Source: an optimization exercise on an open RTL-to-GDS flow (aim: a short achievable clock period and few clock cycles). Production flows keep margins and buffers that such runs may drop.
No functional check of the RTL was part of this run.
Power and IR drop assume default switching activity.

## flow/design.v

```verilog
`timescale 1ns / 1ps
module pipeline #( parameter A_SIZE = 10,
                   parameter D_SIZE = 32)
                (
                input                           input_clk,
                input                           reset,
                input           [15:0]          instruction,
                input           [D_SIZE-1:0]    data_in,
                output          [A_SIZE-1:0]    pc,
                output          [D_SIZE-1:0]    data_out,
                output          [A_SIZE-1:0]    addr,
                output                          mem_wr_en,
                output                          halted
                );
    wire clk = input_clk;
    logic [9:0]  pc_q;           
    logic        halt_q;
    logic        d_v;            
    logic [15:0] d_ir;
    logic [9:0]  d_pc1;          
    logic [9:0]  d_pnpc;         
    logic [9:0]  d_rtgt;         
    logic        e_v;            
    logic [31:0] e_a, e_b;
    logic        e_wen, e_load;
    logic [2:0]  e_dest;
    logic        e_add, e_sub, e_log, e_shr, e_shl, e_sra;
    logic [3:0]  e_tt;           
    logic [5:0]  e_sh;
    logic        e_br, e_jmp, e_rind;  
    logic [2:0]  e_c;
    logic [9:0]  e_pc1, e_pnpc, e_rtgt;
    logic        w_v, w_wen, w_load;    
    logic [2:0]  w_dest;
    logic [31:0] w_res;
    logic [31:0] rf [0:7];
    logic [9:0]  addr_q;
    logic [31:0] dout_q;
    logic        we_q;
    logic [9:0]  sh_val [0:7];   
    logic [7:0]  sh_ok;
    assign pc        = pc_q;
    assign addr      = addr_q;
    assign data_out  = dout_q;
    assign mem_wr_en = we_q;
    assign halted    = halt_q;
    wire [31:0] bx   = e_b ^ {32{e_sub}};
    wire [31:0] sum  = e_a + bx + {31'd0, e_sub};
    logic [31:0] lg;
    always_comb
        for (int i = 0; i < 32; i++) lg[i] = e_tt[{e_a[i], e_b[i]}];
    wire        fill = e_sra & e_a[31];
    wire [32:0] shr_x = $signed({fill, e_a}) >>> e_sh[4:0];
    wire [31:0] shr  = e_sh[5] ? {32{fill}} : shr_x[31:0];
    wire [31:0] shl  = e_sh[5] ? 32'd0 : (e_a << e_sh[4:0]);
    wire [31:0] alu  = ({32{e_add}} & sum) | ({32{e_log}} & lg) |
                       ({32{e_shr}} & shr) | ({32{e_shl}} & shl);
    logic cond;
    always_comb
        case (e_c[1:0])
            2'b00: cond =  e_a[31];
            2'b01: cond = ~e_a[31];
            2'b10: cond = (e_a == 32'd0);
            default: cond = (e_a != 32'd0);
        endcase
    wire       taken   = e_jmp | (~e_c[2] & cond);
    wire [9:0] tgt     = e_rind ? e_b[9:0] : e_rtgt;
    wire [9:0] act_npc = taken ? tgt : e_pc1;
    wire       mispred = e_v & e_br & (act_npc != e_pnpc);
    wire [31:0] w_val = w_load ? data_in : w_res;
    wire [6:0] op = d_ir[15:9];
    wire d_alu   = (op >= 7'd1) && (op <= 7'd10);
    wire d_shift = (op >= 7'd11) && (op <= 7'd14);
    wire d_halt  = (op == 7'd15);
    wire d_ld    = (op[6:2] == 5'b00100);
    wire d_ldc   = (op[6:2] == 5'b00101);
    wire d_st    = (op[6:2] == 5'b00110);
    wire d_jmp   = (op[6:3] == 4'b1000);
    wire d_jmpc  = (op[6:3] == 4'b1010);
    wire d_jmprc = (op[6:3] == 4'b1110);
    wire [2:0] rx = d_alu ? d_ir[5:3] : d_st ? d_ir[10:8] : d_ir[8:6];
    wire [2:0] ry = d_ir[2:0];
    wire use_x = d_alu | d_shift | d_st | ((d_jmpc | d_jmprc) & ~op[2]);
    wire use_y = d_alu | d_ld | d_st | d_jmp | (d_jmpc & ~op[2]);
    wire ld_stall = d_v & e_v & e_load &
                    ((use_x & (rx == e_dest)) | (use_y & (ry == e_dest)));
    wire e_fwd = e_v & e_wen & ~e_load;
    wire w_fwd = w_v & w_wen;
    wire [31:0] xv = (e_fwd && e_dest == rx) ? alu :
                     (w_fwd && w_dest == rx) ? w_val : rf[rx];
    wire [31:0] yv = (e_fwd && e_dest == ry) ? alu :
                     (w_fwd && w_dest == ry) ? w_val : rf[ry];
    wire d_go   = d_v & ~mispred & ~ld_stall;   
    wire f_hold = ld_stall;                     
    wire [6:0] fop    = instruction[15:9];
    wire f_jmpr  = (fop[6:3] == 4'b1100);
    wire f_jmp   = (fop[6:3] == 4'b1000);
    wire f_jmpc  = (fop[6:3] == 4'b1010) & ~fop[2];
    wire [9:0] f_pc1  = pc_q + 10'd1;
    wire [9:0] f_rtgt = pc_q + {4'd0, instruction[5:0]};
    wire [9:0] f_sht  = sh_val[instruction[2:0]];
    wire       f_shok = sh_ok[instruction[2:0]];
    wire [9:0] f_pnpc = f_jmpr ? f_rtgt :
                        ((f_jmp & f_shok) | (f_jmpc & f_shok & (f_sht <= pc_q))) ? f_sht :
                        f_pc1;
    always_ff @(posedge clk, negedge reset)
        if (!reset) begin
            pc_q   <= '0;
            halt_q <= 1'b0;
            d_v    <= 1'b0;
            e_v    <= 1'b0;
            w_v    <= 1'b0;
            we_q   <= 1'b0;
        end else if (!halt_q) begin
            if (mispred)      pc_q <= act_npc;
            else if (!f_hold) pc_q <= f_pnpc;
            if (mispred)      d_v <= 1'b0;
            else if (!f_hold) d_v <= 1'b1;
            halt_q <= d_v & d_halt & ~mispred;
            e_v    <= d_go & ~d_halt;
            we_q   <= d_go & d_st;
            w_v    <= e_v;
        end
    always_ff @(posedge clk)
        if (!halt_q) begin
            if (!f_hold) begin
                d_ir   <= instruction;
                d_pc1  <= f_pc1;
                d_pnpc <= f_pnpc;
                d_rtgt <= f_rtgt;
            end
        end
    always_ff @(posedge clk)
        if (!halt_q) begin
            e_a    <= d_ldc ? {24'd0, d_ir[7:0]} : xv;
            e_b    <= d_ldc ? 32'd0 : yv;
            e_wen  <= d_alu | d_shift | d_ld | d_ldc;
            e_load <= d_ld;
            e_dest <= (d_ld | d_ldc) ? d_ir[10:8] : d_ir[8:6];
            e_add  <= d_alu & (op <= 7'd4);
            e_sub  <= d_alu & (op >= 7'd3) & (op <= 7'd4);
            e_log  <= (d_alu & (op >= 7'd5)) | d_ldc;
            case (op)
                7'd5:    e_tt <= 4'b1000;    
                7'd6:    e_tt <= 4'b1110;    
                7'd7:    e_tt <= 4'b0110;    
                7'd8:    e_tt <= 4'b0111;    
                7'd9:    e_tt <= 4'b0001;    
                7'd10:   e_tt <= 4'b1001;    
                default: e_tt <= 4'b1100;    
            endcase
            e_shr  <= (op == 7'd11) | (op == 7'd12);
            e_sra  <= (op == 7'd12);
            e_shl  <= (op == 7'd13) | (op == 7'd14);
            e_sh   <= d_ir[5:0];
            e_br   <= d_jmp | ((d_jmpc | d_jmprc) & ~op[2]);
            e_jmp  <= d_jmp;
            e_rind <= d_jmp | d_jmpc;
            e_c    <= op[2:0];
            e_pc1  <= d_pc1;
            e_pnpc <= d_pnpc;
            e_rtgt <= d_rtgt;
        end
    always_ff @(posedge clk)
        if (!halt_q) begin
            addr_q <= d_st ? xv[9:0] : yv[9:0];
            dout_q <= yv;
        end
    always_ff @(posedge clk)
        if (!halt_q) begin
            w_wen  <= e_wen;
            w_load <= e_load;
            w_dest <= e_dest;
            w_res  <= alu;
        end
    always_ff @(posedge clk, negedge reset)
        if (!reset) begin
            for (int i = 0; i < 8; i++) rf[i] <= '0;
        end else if (!halt_q && w_v && w_wen)
            rf[w_dest] <= w_val;
    wire [2:0] f_d8  = instruction[8:6];
    wire [2:0] f_d10 = instruction[10:8];
    wire [9:0] f_shl = instruction[5] ? 10'd0 : (sh_val[f_d8] << instruction[4:0]);
    always_ff @(posedge clk, negedge reset)
        if (!reset) begin
            for (int i = 0; i < 8; i++) sh_val[i] <= '0;
            sh_ok <= 8'hff;
        end else if (!halt_q && !mispred && !f_hold) begin
            if (fop[6:2] == 5'b00101) begin
                sh_val[f_d10]  <= {2'b00, instruction[7:0]};
                sh_ok[f_d10]   <= 1'b1;
            end else if (fop == 7'd13 || fop == 7'd14)
                sh_val[f_d8]   <= f_shl;
            else if (fop >= 7'd1 && fop <= 7'd12)
                sh_ok[f_d8]    <= 1'b0;
            else if (fop[6:2] == 5'b00100)
                sh_ok[f_d10]   <= 1'b0;
        end
endmodule
```

## flow/run.sh

```bash
#!/bin/bash
# synth_recipe.tcl (not shown) runs the flow's synth.tcl, then flattens the netlist and writes it again
# the make line also repeats each setting of config.mk as NAME=value (left out here)
make -C /OpenROAD-flow-scripts/flow DESIGN_CONFIG=/design/flow/config.mk WORK_HOME=/design/flow/orfs CLKGATE_MAP_FILE= SYNTH_SCRIPT=/design/flow/synth_recipe.tcl finish
```

## flow/config.mk

```make
export PLATFORM = sky130hd
export DESIGN_NAME = pipeline
export DESIGN_NICKNAME = pipeline
export VERILOG_FILES = /design/flow/design.v
export SDC_FILE = /design/flow/constraint.sdc
export NUM_CORES = 4
export LEC_CHECK = 0
export ABC_CLOCK_PERIOD_IN_PS = 2500
export CAP_MARGIN = 20
export CORE_MARGIN = 2
export CORE_UTILIZATION = 40
export PLACE_DENSITY = 0.6
export SETUP_SLACK_MARGIN = 3.5
export SLEW_MARGIN = 20
```

## flow/constraint.sdc

```tcl
create_clock -name core_clock -period 6.5 [get_ports {input_clk}]
set_input_delay 1.3000 -clock core_clock [delete_from_list [all_inputs] [get_ports {input_clk}]]
set_output_delay 1.3000 -clock core_clock [all_outputs]
set_load 0.01 [all_outputs]
```

==> impl_metrics.yaml <==
layout:
  seqCellArea_um2: 16400
  final_nets: 4373
  nFillCells: 7966
  final_cell_mix: "nor2_1, nand2_1, buf_4, dfrtp_1, a21oi_1"
  syn_to_final_growth_pct: 34.6
  multi_input_comb_area_um2: 23400
  final_layout_size_suffix_gt1_share_pct: 34.3
  layout_commonest_cell: "nor2_1"
  instances_no_fill: 5574
  fin_area_um2: 50700
synthesis:
  syn_area_per_cell_um2: 9.90
  synth_top_area_share_pct: 23.3
  async_flop_share_pct: 59.3
  yosysWarnings: 3
  synthesis.area_um2: 37700
  syn_inst: 3807
  ys_seq_area_share_pct: 43.5
  synthDistinctLibCells: 86
  synth_edf_count: 246
  syn_nets: 3919
  ys_dominant_reg_cell: "dfrtp_1"
  yosys.area.top_type: "dfrtp_1"
  ys_ff_latch: 605
  synth_area_leaders: "dfrtp_1, edfxtp_1, mux4_2"
power_and_ir_drop:
  ir_worst_vdd_mv: 0.342
  seqPwrFrac_pct: 23.5
  p_leak_nw: 20.1
  power_frac_clock_pct: 12.0
  cell_internal_pwr_mw: 17.9
  p_per_area_nw_per_um2: 650
  comb_power_share_pct: 64.5
  power.switching_mw: 15.0
  p_sw_share_pct: 45.6
sta:
  whs_ps: 418
  worstMarginPinSlew_ps: 1210
  hold_violations: 0
  fin_worst_skew_ps: 32.4
  period_share_pct: 60.5
  period_needed_ps: 3930
  relSlewSlack_pct: 16.8
  max_freq_ghz: 0.254
  slew_viol_final: 0
  grt_setup_unrepaired: "true"
  fin_setup_tns_ps: 0
  setup_violations: 0
placed_design:
  gp_congestion: 0.975
  dpl.cell_count: 4975
  dp_hpwl_mm: 89.4
  portBuffers: 103
  placed_area_um2: 40300
hold_path:
  holdCritPathClass: "register to register"
drt:
  routed_wl_mm: 151
  post_drt_wl_per_cell_um: 27.1
  drt-pass1-iter-count: 8
  vias_per_cell: 6.30
  vias: 35100
  drtAntennaViolNets: 0
  first_iter_violations: 4602
  drcViolationCount: 0
die:
  die_w_um: 311
  initial_core_util_pct: 40.4
  die_h_um: 311
  ioPinCount: 104
  rows: 112
  die_area_um2: 96700
  core_area_um2: 93300
global_routing:
  grt_pass1_vias: 33100
  antenna_found_initial: 4
  grt_first_pass_wirelength_mm: 220
  gr-usage-all-layers_pct: 29.8
  grt_max_degree: 137
  gr-total-overflow: 0
clock_network:
  cts_tree: "done"
  clock_latency_ps: 650
  htreeDepth: 3
  cts_made_buffers: 71
  root_buffer: "clkbuf_16"
  cts.sinks: 605
  cts_hold_buf: 0
  cts_buffer_depth: 3
  clkTransAtPathRegs_ps: 60
status:
  status: "finished clean"
critical_path:
  crit_path_start_kind: "input port"
  crit_required_ps: 7020
  crit_type: "input port to register"
  cp.arrival_ps: 4460
  cp_max_fo: 8
  crit_path_end_kind: "register"
job:
  maxCapViolations: 0
registers in the layout (all words and copies together), names as in the netlist, 3 cells and up:
signal  cells
sh_ok       8
e_rtgt     10
rf        256
e_tt        4
e_b        32
e_c         3
w_res      32
dout_q     32
sh_val     80
e_sh        6
d_pc1      10
d_rtgt     10
pc_q       10
e_pnpc     10
e_a        32
e_dest      3
w_dest      3
d_ir       16
addr_q     10
d_pnpc     10
e_pc1      10
path summary, 6_finish.rpt:
check	slack, ps	start	cells after the start	to
max	2570	instruction[0]	17	pc_q[9]
max in group asynchronous	4480	reset	2	pc_q[8]
max reg2reg	2620	e_a[29]	12	sh_val[5][2]
min in group asynchronous	690	reset	1	rf[6][5]
min reg2reg	420	d_rtgt[8]	0	e_rtgt[8]
min	420	d_rtgt[8]	0	e_rtgt[8]
power groups by stage:
stage	combinational, mW	clock (mW)	sequential [mW]
after floorplan	9.45	0	7.22
after global placement	13.4	0	7.92
after detailed placement	13.4	0	7.93
after CTS	18.5	3.99	7.71
after global routing	22.3	4.14	7.88
final	21.3	3.96	7.73
cell usage after synthesis (all sizes together) (10+ instances only):
cell	instances
o211ai	40
a222oi	18
mux2	138
nand3	65
and3	18
and2	34
a221oi	35
o31ai	16
a31oi	28
a211oi	61
a2111oi	21
o21a	17
edfxtp	246
dfrtp	351
nor2b	17
a21o	15
a22oi	18
o221ai	16
nand2b	14
nor2	457
xor2	46
nand2	391
or2	11
nor4	23
mux4	135
nor3	66
o21ai	343
a21oi	348
inv	86
or3	13
o22ai	38
xnor2	33
buf	41
ha	60
mux2i	167
nor3b	13
o21bai	10
clkbuf	238
stage by stage:
step                setup WS, ps  utilization (%)  power (mW)
floorplan                   1930                -        16.7
global placement            1040             43.2        21.3
detailed placement           982             43.2        21.4
CTS                         2580             51.9        30.2
global route                2420             54.4        34.3
finish                      2570             54.4        33.0
cell families (layout without fill, tap and decap cells):
group / after synthesis / in the layout / synth area share [%]
AO/OA/AOI/OAI: 1104 / 1104 / 18.2
adder cells (fa/ha/maj): 62 / 62 / 2.10
multiplexers: 440 / 440 / 17.5
buffers and inverters: 367 / 873 / 3.71
AND/OR/NAND/NOR: 1150 / 1155 / 13.3
other: 0 / 2 / 0
flip-flops: 605 / 605 / 43.5
XOR/XNOR: 79 / 79 / 1.84
worst max-delay path, cell delays in order:
cell,delay (ps)
buf_16,130
mux2_4,300
a22o_4,230
a221oi_4,350
nor2_4,70
ha_4,280
buf_6,80
nand4_1,120
a21oi_2,160
nor4_2,50
o31ai_1,190
a21oi_1,120
o21a_4,250
mux2_4,310
mux2_4,280
mux2i_1,140
a21oi_1,90
cell type report:
class	count	area share [%]
multi-input cells	2840	46.1
flip-flops and latches	605	32.3
repair buffers	655	13.3
clock buffers	96	3.85
well taps	1254	3.09
inverters	88	0.700
clock inverters	34	0.612
diodes	2	0.00986
metal layers:
layer / GRT usage [%] / vias up / share of wire [%]
met5: 0 / - / 0
met4: 15.0 / 0 / 5.8
met3: 5.87 / 479 / 10
met2: 45.1 / 2138 / 44
met1: 40.9 / 17400 / 40
li1: - / 15100 / -
repair_timing:
| item | 4_1_cts | 5_1_grt |
|---|---|---|
| setup buffers | 313 | 129 |
| cloned | 23 | 2 |
| pin swaps | 192 | 193 |
| setup endpoints to repair | 313 | 297 |
| resized for setup | 648 | 279 |

re-timing with driven ports:
How much do the figures lean on ideal ports? The routed layout below was timed once more, with nothing changed but the port constraints.
Step 1 assumes that a clkbuf_16 drives the clock port and a buf_2 every other input.
Step 2 times the ports against the registers' clock, not the clock port: input delays grow and output delays shrink by t, the midpoint of the rising clock arrivals with the driver on.
Three values: no drivers, after step 1, after step 2; two values: the first two.
t (ns): 0.711
setup WS [ns]: 2.566 / 2.554 / 1.843
hold WS [ns]: 0.418 / 0.418 / 0.418
After both steps this run still meets setup and hold. The setup slack of this run moves by -0.012 ns with the drivers and by -0.723 ns with both steps.
